What follows belongs to an exercise in optimizing a design on an open flow for a short achievable clock period and few clock cycles; a production flow would make more cautious choices. The RTL was checked by simulation tests, not by an equivalence proof against the original design. Power is estimated from default activity; no workload was simulated.

==> flow/design.v <==
module ALU(operation, dataA, dataB, saida, zero, shamt, of);
	input [3:0] operation;
	input [4:0] shamt;
	input [31:0] dataA, dataB;
	output reg [31:0] saida;
	output zero;
	output reg of;
	always@(*)
	begin
		of = 0;
		case(operation[3:0])
			4'b0000:
			begin
				saida = dataA + dataB; 
				if(~dataA[31] && ~dataB[31] && saida[31])
					of = 1;
				else if(dataA[31] && dataB[31] && ~saida[31])
					of = 1;
			end
			4'b0001:
			begin
				saida = dataA - dataB;	
				if(~dataA[31] && dataB[31] && saida[31])
					of = 1;
				else if(dataA[31] && ~dataB[31] && ~saida[31])
					of = 1;
			end
			4'b0010: saida = dataA + 1;
			4'b0011: saida = dataA - 1;
			4'b0100: saida = dataA & dataB;
			4'b0101: saida = dataA | dataB;
			4'b0110: saida = dataA ^ dataB;
			4'b0111: saida = ~dataA;
			4'b1000: saida = dataA << shamt;
			4'b1001: saida = dataA >> shamt;
			4'b1010: saida = dataA < dataB ? 1 : 0;
			4'b1011: saida = dataA == dataB ? 1 : 0;
			4'b1100: saida = dataA > dataB ? 1 : 0;
			4'b1101: saida = dataA[15:0] * dataB[15:0];
			4'b1110:
			begin
				if(dataB == 32'd0)
				begin
					saida = 32'hFFFFFFFF;
					of = 1;
				end
				else
					saida = dataA / dataB;
			end
			4'b1111:
			begin
				if(dataB == 32'd0)
				begin
					saida = dataA;
					of = 1;
				end
				else
					saida = dataA % dataB;
			end
			default: saida = 32'b0;
		endcase
	end
	assign zero = (saida == 0);
endmodule
module ControlUnit(ready, opcode, halt, reset, sreg, smux5, smux16, smux32, smuxPC, salu, smem, sdisplay, smemtoreg);
	input [5:0] opcode;
	input ready;
	output reg halt, reset, sreg, smux5, smem, sdisplay, smemtoreg, smux32; 
	output reg [1:0] smux16;
	output reg [2:0] smuxPC;
	output reg [3:0] salu;
	always@(*)
	begin
		case(opcode)
			6'b000000:
			begin
				halt =0;
				reset =0;
				sreg =0;
				smux5 =0;
				smem =0;
				sdisplay =0;
				smemtoreg =0;
				smux32 =0;
				smux16 =2'b00;  
				smuxPC =3'b000;  
				salu =4'b0000;	  
			end
			6'b000001:
			begin
				halt =0;
				reset =0;
				sreg =1;
				smux5 =0;
				smem =0;
				sdisplay =0;
				smemtoreg =0;
				smux32 =0;
				smux16 =2'b00;  
				smuxPC =3'b000;  
				salu =4'b0000;	  
			end
			6'b000010:
			begin
				halt =0;
				reset =0;
				sreg =1;
				smux5 =1;
				smem =0;
				sdisplay =0;
				smemtoreg =0;
				smux32 =1;
				smux16 =2'b00;  
				smuxPC =3'b000;  
				salu =4'b0000;	  
			end
			6'b000011:
			begin
				halt =0;
				reset =0;
				sreg =1;
				smux5 =0;
				smem =0;
				sdisplay =0;
				smemtoreg =0;
				smux32 =0;
				smux16 =2'b00;  
				smuxPC =3'b000;  
				salu =4'b0010;	  
			end
			6'b000100:
			begin
				halt =0;
				reset =0;
				sreg =1;
				smux5 =0;
				smem =0;
				sdisplay =0;
				smemtoreg =0;
				smux32 =0;
				smux16 =2'b00;  
				smuxPC =3'b000;  
				salu =4'b0001;	  
			end
			6'b000101:
			begin
				halt =0;
				reset =0;
				sreg =1;
				smux5 =1;
				smem =0;
				sdisplay =0;
				smemtoreg =0;
				smux32 =1;
				smux16 =2'b00;  
				smuxPC =3'b000;  
				salu =4'b0001;	  
			end
			6'b000110:
			begin
				halt =0;
				reset =0;
				sreg =1;
				smux5 =0;
				smem =0;
				sdisplay =0;
				smemtoreg =0;
				smux32 =0;
				smux16 =2'b00;  
				smuxPC =3'b000;  
				salu =4'b0011;	  
			end
			6'b000111:
			begin
				halt =0;
				reset =0;
				sreg =1;
				smux5 =0;
				smem =0;
				sdisplay =0;
				smemtoreg =0;
				smux32 =0;
				smux16 =2'b00;  
				smuxPC =3'b000;  
				salu =4'b0100;	  
			end
			6'b001000:
			begin
				halt =0;
				reset =0;
				sreg =1;
				smux5 =0;
				smem =0;
				sdisplay =0;
				smemtoreg =0;
				smux32 =0;
				smux16 =2'b00;  
				smuxPC =3'b000;  
				salu =4'b0101;	  
			end
			6'b001001:
			begin
				halt =0;
				reset =0;
				sreg =1;
				smux5 =0;
				smem =0;
				sdisplay =0;
				smemtoreg =0;
				smux32 =0;
				smux16 =2'b00;  
				smuxPC =3'b000;  
				salu =4'b0110;	  
			end
			6'b001010:
			begin
				halt =0;
				reset =0;
				sreg =1;
				smux5 =0;
				smem =0;
				sdisplay =0;
				smemtoreg =0;
				smux32 =0;
				smux16 =2'b00;  
				smuxPC =3'b000;  
				salu =4'b0111;	  
			end
			6'b001011:
			begin
				halt =0;
				reset =0;
				sreg =1;
				smux5 =0;
				smem =0;
				sdisplay =0;
				smemtoreg =0;
				smux32 =0;
				smux16 =2'b00;  
				smuxPC =3'b000;  
				salu =4'b1111;	  
			end
			6'b001100:
			begin
				halt =0;
				reset =0;
				sreg =1;
				smux5 =0;
				smem =0;
				sdisplay =0;
				smemtoreg =0;
				smux32 =0;
				smux16 =2'b00;  
				smuxPC =3'b000;  
				salu =4'b1000;	  
			end
			6'b001101:
			begin
				halt =0;
				reset =0;
				sreg =1;
				smux5 =0;
				smem =0;
				sdisplay =0;
				smemtoreg =0;
				smux32 =0;
				smux16 =2'b00;  
				smuxPC =3'b000;  
				salu =4'b1001;	  
			end
			6'b001110:
			begin
				halt =0;
				reset =0;
				sreg =1;
				smux5 =0;
				smem =0;
				sdisplay =0;
				smemtoreg =0;
				smux32 =0;
				smux16 =2'b00;  
				smuxPC =3'b000;  
				salu =4'b1010;	  
			end
			6'b001111:
			begin
				halt =0;
				reset =0;
				sreg =1;
				smux5 =0;
				smem =0;
				sdisplay =0;
				smemtoreg =0;
				smux32 =0;
				smux16 =2'b00;  
				smuxPC =3'b000;  
				salu =4'b1100;	  
			end
			6'b010000:
			begin
				halt =0;
				reset =0;
				sreg =1;
				smux5 =0;
				smem =0;
				sdisplay =0;
				smemtoreg =0;
				smux32 =0;
				smux16 =2'b00;  
				smuxPC =3'b000;  
				salu =4'b1011;	  
			end
			6'b010001:
			begin
				halt =0;
				reset =0;
				sreg =0;
				smux5 =0;
				smem =0;
				sdisplay =0;
				smemtoreg =0;
				smux32 =0;
				smux16 =2'b00;  
				smuxPC =3'b001;  
				salu =4'b0001;	  
			end
			6'b010010:
			begin
				halt =0;
				reset =0;
				sreg =0;
				smux5 =0;
				smem =0;
				sdisplay =0;
				smemtoreg =0;
				smux32 =0;
				smux16 =2'b00;  
				smuxPC =3'b010;  
				salu =4'b0001;	  
			end
			6'b010011:
			begin
				halt =0;
				reset =0;
				sreg =0;
				smux5 =0;
				smem =0;
				sdisplay =0;
				smemtoreg =0;
				smux32 =0;
				smux16 =2'b00;  
				smuxPC =3'b011;  
				salu =4'b0000;	  
			end
			6'b010100:
			begin
				halt =0;
				reset =0;
				sreg =0;
				smux5 =0;
				smem =0;
				sdisplay =0;
				smemtoreg =0;
				smux32 =0;
				smux16 =2'b00;  
				smuxPC =3'b100;  
				salu =4'b0000;	  
			end
			6'b010101:
			begin
				halt =1;
				reset =0;
				sreg =0;
				smux5 =0;
				smem =0;
				sdisplay =0;
				smemtoreg =0;
				smux32 =0;
				smux16 =2'b00;  
				smuxPC =3'b000;  
				salu =4'b0000;	  
			end
			6'b010110:  
			begin
				if(ready==1)
					begin
					halt =0;
					reset =0;
					sreg =1;
					smux5 =1;
					smem =0;
					sdisplay =0;
					smemtoreg =0;
					smux32 =1;
					smux16 =2'b10;   
					smuxPC =3'b000;  
					salu =4'b0000;	  
					end
				else
					begin
						halt =1;
						reset =0;
						sreg =0;
						smux5 =0;
						smem =0;
						sdisplay =0;
						smemtoreg =0;
						smux32 =0;
						smux16 =2'b00;   
						smuxPC =3'b000;  
						salu =4'b0000;	  
					end
			end
			6'b010111:
			begin
				halt =0;
				reset =0;
				sreg =0;
				smux5 =0;
				smem =0;
				sdisplay =1;
				smemtoreg =0;
				smux32 =0;
				smux16 =2'b00;  
				smuxPC =3'b000;  
				salu =4'b0000;	  
			end
			6'b011000:
			begin
				halt =0;
				reset =0;
				sreg =1;
				smux5 =1;
				smem =0;
				sdisplay =0;
				smemtoreg =1;
				smux32 =1;
				smux16 =2'b00;  
				smuxPC =3'b000;  
				salu =4'b0000;	  
			end
			6'b011001:
			begin
				halt =0;
				reset =0;
				sreg =1;
				smux5 =1;
				smem =0;
				sdisplay =0;
				smemtoreg =0;
				smux32 =1;
				smux16 =2'b00;  
				smuxPC =3'b000;  
				salu =4'b0000;	  
			end
			6'b011010:
			begin
				halt =0;
				reset =0;
				sreg =1;
				smux5 =1;
				smem =0;
				sdisplay =0;
				smemtoreg =0;
				smux32 =1;
				smux16 =2'b01;  
				smuxPC =3'b000;  
				salu =4'b0000;	  
			end
			6'b011011:
			begin
				halt =0;
				reset =0;
				sreg =1;
				smux5 =0;
				smem =0;
				sdisplay =0;
				smemtoreg =0;
				smux32 =0;
				smux16 =2'b00;  
				smuxPC =3'b000;  
				salu =4'b1101;	  
			end
			6'b011100:
			begin
				halt =0;
				reset =0;
				sreg =1;
				smux5 =0;
				smem =0;
				sdisplay =0;
				smemtoreg =0;
				smux32 =0;
				smux16 =2'b00;  
				smuxPC =3'b000;  
				salu =4'b1110;	  
			end
			6'b011101:
			begin
				halt =0;
				reset =0;
				sreg =0;
				smux5 =1;
				smem =1;
				sdisplay =0;
				smemtoreg =0;
				smux32 =1;
				smux16 =2'b00;  
				smuxPC =3'b000;  
				salu =4'b0000;	  
			end
			default:
			begin
				halt =0;
				reset =1;
				sreg =0;
				smux5 =0;
				smem =0;
				sdisplay =0;
				smemtoreg =0;
				smux32 =0;
				smux16 =2'b00;  
				smuxPC =3'b000;  
				salu =4'b0000;	  
			end
		endcase
	end
endmodule 
module DataMem(clk, writeflag, address, datain, dataout, displayflag, display);
	input writeflag, clk, displayflag;
	input[31:0] address;
	input[31:0] datain;
	output [31:0] dataout, display;
	reg[31:0] mem[9:0];
	reg[31:0] displayreg;
	wire inrange;
	assign inrange = (address < 32'd10);
	always@(posedge clk)
	begin
		if(writeflag && inrange)
			mem[address[3:0]] <= datain;
		if(displayflag)
			displayreg <= datain;
	end
	assign dataout = inrange ? mem[address[3:0]] : 32'd0;
	assign display = displayreg;
endmodule
module PC(inaddress, outaddress, halt, clk, reset, rst);
  input clk, reset, rst;
  input[15:0] inaddress;
  input halt;
  reg [15:0] novo;
  output reg [15:0] outaddress;
	always@(*)
	begin
		novo = inaddress;
	end
  always@(posedge clk)
  begin
    if(rst)
      outaddress <= 0;
    else if(halt)
      begin  
      end
    else if(reset)
      outaddress <= 0;
    else
      outaddress <= novo;
  end
endmodule
module RegBank(readregA, readregB, writereg, writedata, writeflag, dataA, dataB, clk);
	input [4:0] readregA, readregB, writereg;
	input writeflag, clk;
	input [31:0] writedata;
	output [31:0] dataA, dataB;
	reg [31:0] REGS [31:0];
	always@(posedge clk)
	begin
		if(writeflag)
			REGS[writereg] <= writedata;
		REGS[0] <= 32'b0;
	end
	assign	dataA = REGS[readregA];
	assign	dataB = REGS[readregB];
endmodule 
module MuxPC(zero, control, branch, jimmediate, jreg, PCin, PCout);
  input zero;
  input[2:0] control;
  input[31:0] branch, jimmediate, jreg;
  input [15:0] PCin;
  reg [15:0] in;
  output reg[15:0] PCout;
  always@(*)
  begin
    in = PCin + 16'd1;
    case(control)
      default:  
      begin
			PCout = in;
      end
      3'b001:  
      begin
			if(zero)
				PCout = in + branch[15:0];
			else
				PCout = in;
      end
      3'b010:  
      begin
			if(~zero)
				PCout = in + branch[15:0];
			else
				PCout = in;
      end
      3'b011:  
      begin
			PCout = jimmediate[15:0];
      end
      3'b100:  
      begin
			PCout = jreg[15:0];
      end
    endcase
	end
endmodule
module Mux16(flag, PC, switches, immediate, out);
	input[1:0] flag;
	input[15:0] PC;
	input[15:0] switches, immediate;
	output reg[15:0] out;
always@(*)
	begin
	case(flag)
		default:  
			out = immediate;
		2'b01:  
			out = PC;
		2'b10:  
			out = switches;
		endcase
  end
endmodule
module Mux32(flag, dataA, dataB, out);
	input flag;
	input[31:0] dataA, dataB;
	output reg[31:0] out;
	always@(*)
	begin
		if(flag)
			out = dataB;
		else
			out = dataA;
	end
endmodule
module Mux5(flag, dataA, dataB, out);
	input flag;
	input[4:0] dataA, dataB;
	output reg[4:0] out;
	always@(*)
	begin
		if(flag)
				out = dataB;
		else
				out = dataA;
	end
endmodule 
module SE16(datain, dataout);
	input[15:0] datain;
	output reg[31:0] dataout;
	always@(*)
	begin
		if(datain[15])
			dataout = {{16{1'b1}},datain};
		else
			dataout = {{16{1'b0}},datain};
	end
endmodule 
module SE26(datain, dataout);
	input[25:0] datain;
	output reg[31:0] dataout;
	always@(*)
	begin
		if(datain[25])
			dataout = {{6{1'b1}},datain};
		else
			dataout = {{6{1'b0}},datain};
	end
endmodule 
module Display (Entrada, Saida);
input [3:0] Entrada;
output reg [6:0] Saida;
always@(*)
	begin
		case (Entrada)
			4'b0000: Saida = 7'b0000001;
			4'b0001: Saida = 7'b1001111;
			4'b0010: Saida = 7'b0010010;
			4'b0011: Saida = 7'b0000110;
			4'b0100: Saida = 7'b1001100;
			4'b0101: Saida = 7'b0100100;
			4'b0110: Saida = 7'b0100000;
			4'b0111: Saida = 7'b0001111;
			4'b1000: Saida = 7'b0000000;
			4'b1001: Saida = 7'b0001100;
			default: Saida = 7'b1111111;
		endcase
	end
endmodule 
module bin_bcd(in, centena, dezena, unidade, negative);
  input [7:0] in;
  reg [7:0] in2;
  output reg [3:0] centena, dezena, unidade;
  output reg negative;
  integer i;
  always@(*)
  begin
      if(in[7])
		begin
		  in2 = ~in + 1;
		  negative = 0;
		end
	  else
		begin
		  in2 = in;
		  negative = 1;
		end
	  centena = 4'd0;
	  dezena = 4'd0;
	  unidade = 4'd0;
	  for(i=7; i>=0; i=i-1)
	  begin
	  if(centena >= 5)
		centena = centena + 4'd3;
	  if(dezena >= 5)
		dezena = dezena + 4'd3;
	  if(unidade >= 5)
	    unidade = unidade + 4'd3;
	  centena = centena << 1;
	  centena[0] = dezena[3];
	  dezena = dezena << 1;
	  dezena[0] = unidade[3];
	  unidade = unidade << 1;
	  unidade[0] = in2[i];
	end
  end
endmodule
module OutputModule(in, out1, out2, out3, negative);
	input [32:0] in;
	wire [3:0] centena, dezena, unidade;
	output wire [6:0] out1, out2, out3;
	output wire negative;
	bin_bcd translate(.in(in[7:0]), .centena(centena), .dezena(dezena), .unidade(unidade), .negative(negative));
	Display d1(.Entrada(centena), .Saida(out1));
	Display d2(.Entrada(dezena), .Saida(out2));
	Display d3(.Entrada(unidade), .Saida(out3));
endmodule 
module CPU(clock, rst, ready, switches, imem_addr, imem_data, in_ack, out_valid, out_data, out1, out2, out3, negative, of, halted);
	input rst, ready, clock;
	wire	clk;
	wire	halt, reset, sreg, smux5, smem, sdisplay, smemtoreg, smux32;
	wire	wreg, wmem, wdisp;
	wire [1:0] smux16;
	wire [2:0] smuxPC;
	wire [3:0] salu;
	wire [15:0] newpc;
	input [15:0] switches;
	wire [15:0] pc_instmem;
	wire [31:0] mux32_alu;
	wire [31:0] inst;
	wire [4:0] mux5_reg;
	wire [15:0] mux16_se16;
	wire [31:0] se26_muxpc, se16_muxpc;
	wire [31:0] saidaalu;
	wire [31:0] A, B;
	wire [31:0] mem_muxMemtoreg;
	wire [31:0] muxMemtoreg_reg;
	wire [31:0] display;
	wire zero, aluof;
	output wire [6:0] out1, out2, out3;
	output wire negative;
	output reg of;
	output reg out_valid;
	output wire [31:0] out_data;
	output wire [15:0] imem_addr;
	input [31:0] imem_data;
	output wire in_ack, halted;
	reg ofacc;
	assign clk = clock;
	assign inst = imem_data;
	assign imem_addr = pc_instmem;
	assign wreg = sreg & ~rst;
	assign wmem = smem & ~rst;
	assign wdisp = sdisplay & ~rst;
	assign in_ack = (inst[31:26] == 6'b010110) & ready & ~rst;
	assign halted = (inst[31:26] == 6'b010101);
	assign out_data = display;
	PC instPC(.inaddress(newpc), .outaddress(pc_instmem), .halt(halt), .clk(clk), .reset(reset), .rst(rst));
	ControlUnit instControlUnit(.ready(ready), .opcode(inst[31:26]), .halt(halt), .reset(reset), .sreg(sreg), .smux5(smux5), .smux16(smux16), .smux32(smux32), .smuxPC(smuxPC), .salu(salu), .smem(smem), .sdisplay(sdisplay), .smemtoreg(smemtoreg));
	Mux5 instMux5(.flag(smux5), .dataA(inst[15:11]), .dataB(inst[20:16]), .out(mux5_reg));
	Mux16 instMux16(.flag(smux16), .PC(pc_instmem), .switches(switches), .immediate(inst[15:0]), .out(mux16_se16));
	Mux32 instMux32(.flag(smux32), .dataA(B), .dataB(se16_muxpc), .out(mux32_alu));
	RegBank instRegBank(.writeflag(wreg), .writedata(muxMemtoreg_reg), .clk(clk), .readregA(inst[25:21]),
						.readregB(inst[20:16]), .writereg(mux5_reg), .dataA(A),
						.dataB(B));
	SE26 instSE26(.datain(inst[25:0]), .dataout(se26_muxpc));
	SE16 instSE16(.datain(mux16_se16), .dataout(se16_muxpc));
	ALU instALU(.operation(salu), .dataA(A), .dataB(mux32_alu), .saida(saidaalu), .zero(zero), .shamt(inst[10:6]), .of(aluof));
	DataMem instDataMem(.clk(clk), .writeflag(wmem), .address(saidaalu), .datain(B), .dataout(mem_muxMemtoreg), .displayflag(wdisp), .display(display));
	Mux32 Memtoreg(.flag(smemtoreg), .dataA(saidaalu), .dataB(mem_muxMemtoreg), .out(muxMemtoreg_reg));
	MuxPC instMuxPC(.zero(zero), .control(smuxPC), .branch(se16_muxpc), .jimmediate(se26_muxpc), .jreg(A), .PCin(pc_instmem), .PCout(newpc));
	OutputModule instOutputModule(.in({1'b0, display}), .out1(out1), .out2(out2), .out3(out3), .negative(negative));
	always@(posedge clk)
	begin
		if(rst)
		begin
			ofacc <= 1'b0;
			of <= 1'b0;
			out_valid <= 1'b0;
		end
		else
		begin
			out_valid <= wdisp;
			if(wdisp)
			begin
				of <= ofacc;
				ofacc <= 1'b0;
			end
			else if(wreg)
				ofacc <= ofacc | aluof;
		end
	end
endmodule
==> flow/run.sh <==
#!/bin/bash
# synth_recipe.tcl (not shown) runs the flow's synth.tcl, then flattens the netlist and writes it again
# the make line also repeats each setting of config.mk as NAME=value (left out here)
make -C /OpenROAD-flow-scripts/flow DESIGN_CONFIG=/design/flow/config.mk WORK_HOME=/design/flow/orfs CLKGATE_MAP_FILE= SYNTH_SCRIPT=/design/flow/synth_recipe.tcl finish
==> flow/config.mk <==
export PLATFORM = sky130hd
export DESIGN_NAME = CPU
export DESIGN_NICKNAME = CPU
export VERILOG_FILES = /design/flow/design.v
export SDC_FILE = /design/flow/constraint.sdc
export NUM_CORES = 4
export LEC_CHECK = 0
export CAP_MARGIN = 20
export CORE_MARGIN = 2
export CORE_UTILIZATION = 40
export SLEW_MARGIN = 20
==> flow/constraint.sdc <==
create_clock -name core_clock -period 100.0 [get_ports {clock}]
set_input_delay 20.0000 -clock core_clock [delete_from_list [all_inputs] [get_ports {clock}]]
set_output_delay 20.0000 -clock core_clock [all_outputs]
set_load 0.01 [all_outputs]
==> out/qor.txt <==
Status: complete, no violations
Routed wire length per instance: 38.0 µm
Number of synthesized flops with an enable pin: 1344
I/O Buffers: 123
Layout area overhead: 24.0%
Reg-to-reg critical path endpoint: instRegBank.REGS[3][24]
Setup crit end: instRegBank.REGS[3][24]
Synth Area per Inst: 9.92 µm²
R2R depth: 358
Critical path's slowest cell: or4_1
Flops & latches, synth: 1363
Fmax: 10.2 MHz
Max Slew Vio Count: 0
Period Utilization, post-route: 97.6%
Crit path kind: in -> reg
Met3 routed WL: 84900 µm
Crit path DAT: 98.20 ns
Largest net degree at the start of global routing: 95
Reg2reg setup slack: 21.86 ns
Number of global-route vias before repair: 117k
Aggregate global routing overflow: 0
Worst r2r src: instRegBank.REGS[22][31]
Clock root buffer: clkbuf_16
Most frequent cells in the layout: 2232 x buf_4, 1344 x edfxtp_1, 952 x nand2_1, 818 x nor2_1, 808 x ha_1
PwrDens: 31.0 mW/mm²
GPL Wtd Cong: 1.16
Crit path max fanout: 31
Drt pass-1 iters: 9
Drt via density: 6.75
GRT Resource Usage Total: 44.1%
Final ANT Viol Nets: 0
Initial DRC Count: 17.2k
CTS Buffer Depth: 3
Crit path top cell by count: buf_4
TritonCTS clock tree: yes
Fin worst setup slack: 2.42 ns
Share of post-route cells with drive strength above 1: 24.8%
TritonCTS Buffers: 143
Synth Flop Type: edfxtp_1
Drt total wl: 687000 µm
Tmin final: 97.58 ns
Max stage delay on crit path: 0.66 ns
Synth Warn #: 14
Commonest non-fill, non-tap cell in the layout: buf_4
Syn nets: 13.1k
Worst setup SP type: primary input
Top layer in use: met5
Die Ht: 550 µm
Core box area: 0.297 mm²
Number of top-level pins: 125
Sequential area share after synthesis: 34.2%
Initial antenna violation count: 72
Dpl ws: -5.09 ns
DR vias: 122k
Clock sink total: 1363
Met2 WL: 292000 µm
Min-Delay Path Class: reg -> reg
Die Width: 550 µm
First-pass GRT wire length: 932000 µm
Crit path from: imem_data[19]
Final Util: 49.8%
Slew headroom: 15.6%
CP delay by family, top: compound AO/OA/AOI/OAI gates
Setup violators final: 0
Clk slew on worst S/H paths: 0.06 ns
Initial core utilization: 40.2%
Final nets: 15.0k
Buffers & Inverters on Critical Path: 56
Post-synth ARST share: 0%
Skew-Pair Late Insertion Delay: 0.82 ns
Synth unique cells: 146
Crit end category: register
# fillers: 27.0k
Worst VDD drop: 0.181 mV
Critical path depth in cells: 359
Rows: 200
Worst clock skew: 0.0701 ns
Post-DP HPWL: 522000 µm
Critical Path RT: 100.61 ns
H-tree Lvls: 4
Total power: 4570 µW
Post-synthesis cell count: 12.0k
Residual DRC: 0
Max Cap Violations: 0
Cell Area, Synth: 0.119 mm²
Die area: 0.302 mm²
Met1 wire length: 236000 µm
Worst Tran Pin Value: 1.25 ns
Final hold violations: 0
Pleak: 0.0602 µW
-- area by class of cell --
cell class	instances	area, µm²	share of cell area [%]
clock inverters	86	1030	0.697
clock buffers	174	3720	2.52
diodes	62	155	0.105
inverters	543	2050	1.39
flip-flops and latches	1363	40700	27.6
repair buffers	2450	19800	13.4
multi-input cells	9469	75200	51.0
well taps	3939	4930	3.34
-- flip-flops by register name, indices dropped and copies added (netlist names) --
register	flops
out_valid	1
instPC.outaddress	16
instDataMem.displayreg	32
ofacc	1
of	1
instDataMem.mem	320
instRegBank.REGS	992
-- worst min-delay path, delay by kind of cell (launching register included) --
family          cells  cell delay (ns)
simple gates        1             0.06
flops               1             0.32
compound gates      1             0.05
-- cell families (layout without fill, tap and decap cells) --
group | after synthesis | after routing | synth area share (%)
mux | 1156 | 1156 | 12.2
buf+inv | 1175 | 3253 | 4.64
flops | 1363 | 1363 | 34.2
other cells | 1 | 63 | 0.00315
fa+ha+maj | 1008 | 1008 | 11.8
compound gates | 3560 | 3560 | 20.3
xor+xnor | 496 | 496 | 3.65
simple gates | 3246 | 3248 | 13.2
-- worst min-delay path by stage --
stage | cells after the start | start | to | slack, ns
floorplan | 2 | ofacc | of | 0.43
global placement | 2 | ofacc | of | 0.45
detailed placement | 2 | ofacc | of | 0.46
CTS | 2 | ofacc | of | 0.46
global route | 2 | ofacc | of | 0.49
finish | 2 | ofacc | of | 0.48
-- power by group --
part / total (µW) / switching, µW / internal (µW)
clock: 547 / 237 / 309
combinational: 3330 / 2050 / 1270
sequential: 701 / 1.55 / 699
total: 4570 / 2290 / 2280
-- layer usage --
metal / vias up / GRT usage (%)
met5: - / 0.522
met4: 44 / 38.4
met3: 2919 / 13.6
met2: 9450 / 66.3
met1: 59600 / 50.9
li1: 50100 / -
-- Yosys cell counts, types with 35 or more instances --
library cell / instances / share of area [%]
edfxtp_1: 1344 / 34
nand2_1: 964 / 3.0
nor2_1: 882 / 2.8
a21oi_1: 828 / 3.5
ha_1: 809 / 8.5
mux2i_1: 776 / 6.5
o21ai_0: 536 / 2.3
inv_1: 518 / 1.6
clkbuf_1: 330 / 1.0
xnor2_1: 319 / 2.3
nor3_1: 259 / 1.1
a22oi_1: 254 / 1.6
nand3_1: 238 / 1.0
mux4_2: 210 / 4.0
fa_1: 199 / 3.3
a21o_1: 197 / 1.2
o22ai_1: 191 / 1.0
xor2_1: 177 / 1.3
a211oi_1: 174 / 1.1
o21a_1: 163 / 1.0
a31oi_1: 142 / 0.75
mux2_2: 140 / 1.3
nor2b_1: 122 / 0.64
o211ai_1: 122 / 0.77
buf_2: 112 / 0.47
nand2b_1: 96 / 0.50
or3_1: 96 / 0.50
nand4_1: 89 / 0.47
o21bai_1: 85 / 0.54
and3_1: 84 / 0.44
a221oi_1: 82 / 0.60
and2_1: 71 / 0.37
nor4_1: 68 / 0.36
buf_6: 64 / 0.61
a22o_1: 62 / 0.46
o221ai_1: 59 / 0.43
o31ai_1: 59 / 0.37
buf_1: 56 / 0.18
or2_2: 52 / 0.27
a221o_1: 48 / 0.40
a211o_1: 45 / 0.33
buf_4: 44 / 0.28
a21boi_0: 35 / 0.22
o2111ai_1: 35 / 0.26
-- repair_timing --
item | 4_1_cts | 5_1_grt
resized for setup | 46 | 270
buffers inserted | 2 | 32
setup endpoints to repair | 1328 | 1328
gates cloned | 2 | 2
hold buffers | 0 | 0
pin swaps | 2 | 37
hold endpoints to repair | 0 | 0
-- per-stage QoR --
step                      instance area (µm²)  cells   TNS, ns  hold slack [ns]
after floorplan                        119000  12000         0            0.432
after global placement                 141000  17700  -6711.10            0.447
after detailed placement               141000  17700  -6289.07            0.455
after CTS                              146000  18000         0            0.463
after global routing                   147000  18000   -199.55            0.488
final                                  148000  18100         0            0.477
Testbench counts, summed over its fixed seeds: cycles 26,534.

-- what the ideal ports hide --
In the flow no input, the clock included, has a driving cell. The finished layout below was timed again as built, in two steps.
Step 1 sets driving cells, clkbuf_16 on the clock port and buf_2 on the other inputs (assumed; they add their load-dependent delay and slew).
Step 2, shift: input delay + t, output delay - t, t = (earliest + latest rising clock arrival at the registers) / 2. This alone moves slack from input paths to output paths.
Slacks: ideal ports / drivers / drivers and shift; pairs: ideal ports / drivers.
t (ns): 0.878
setup WS [ns]: 2.416 / 2.473 / 1.595
slew at the worst register clock pin (ns): 0.07 / 0.07
After both steps this run still meets setup and hold. For this run, drivers alone change the setup slack by +0.057 ns; drivers and shift together by -0.821 ns.
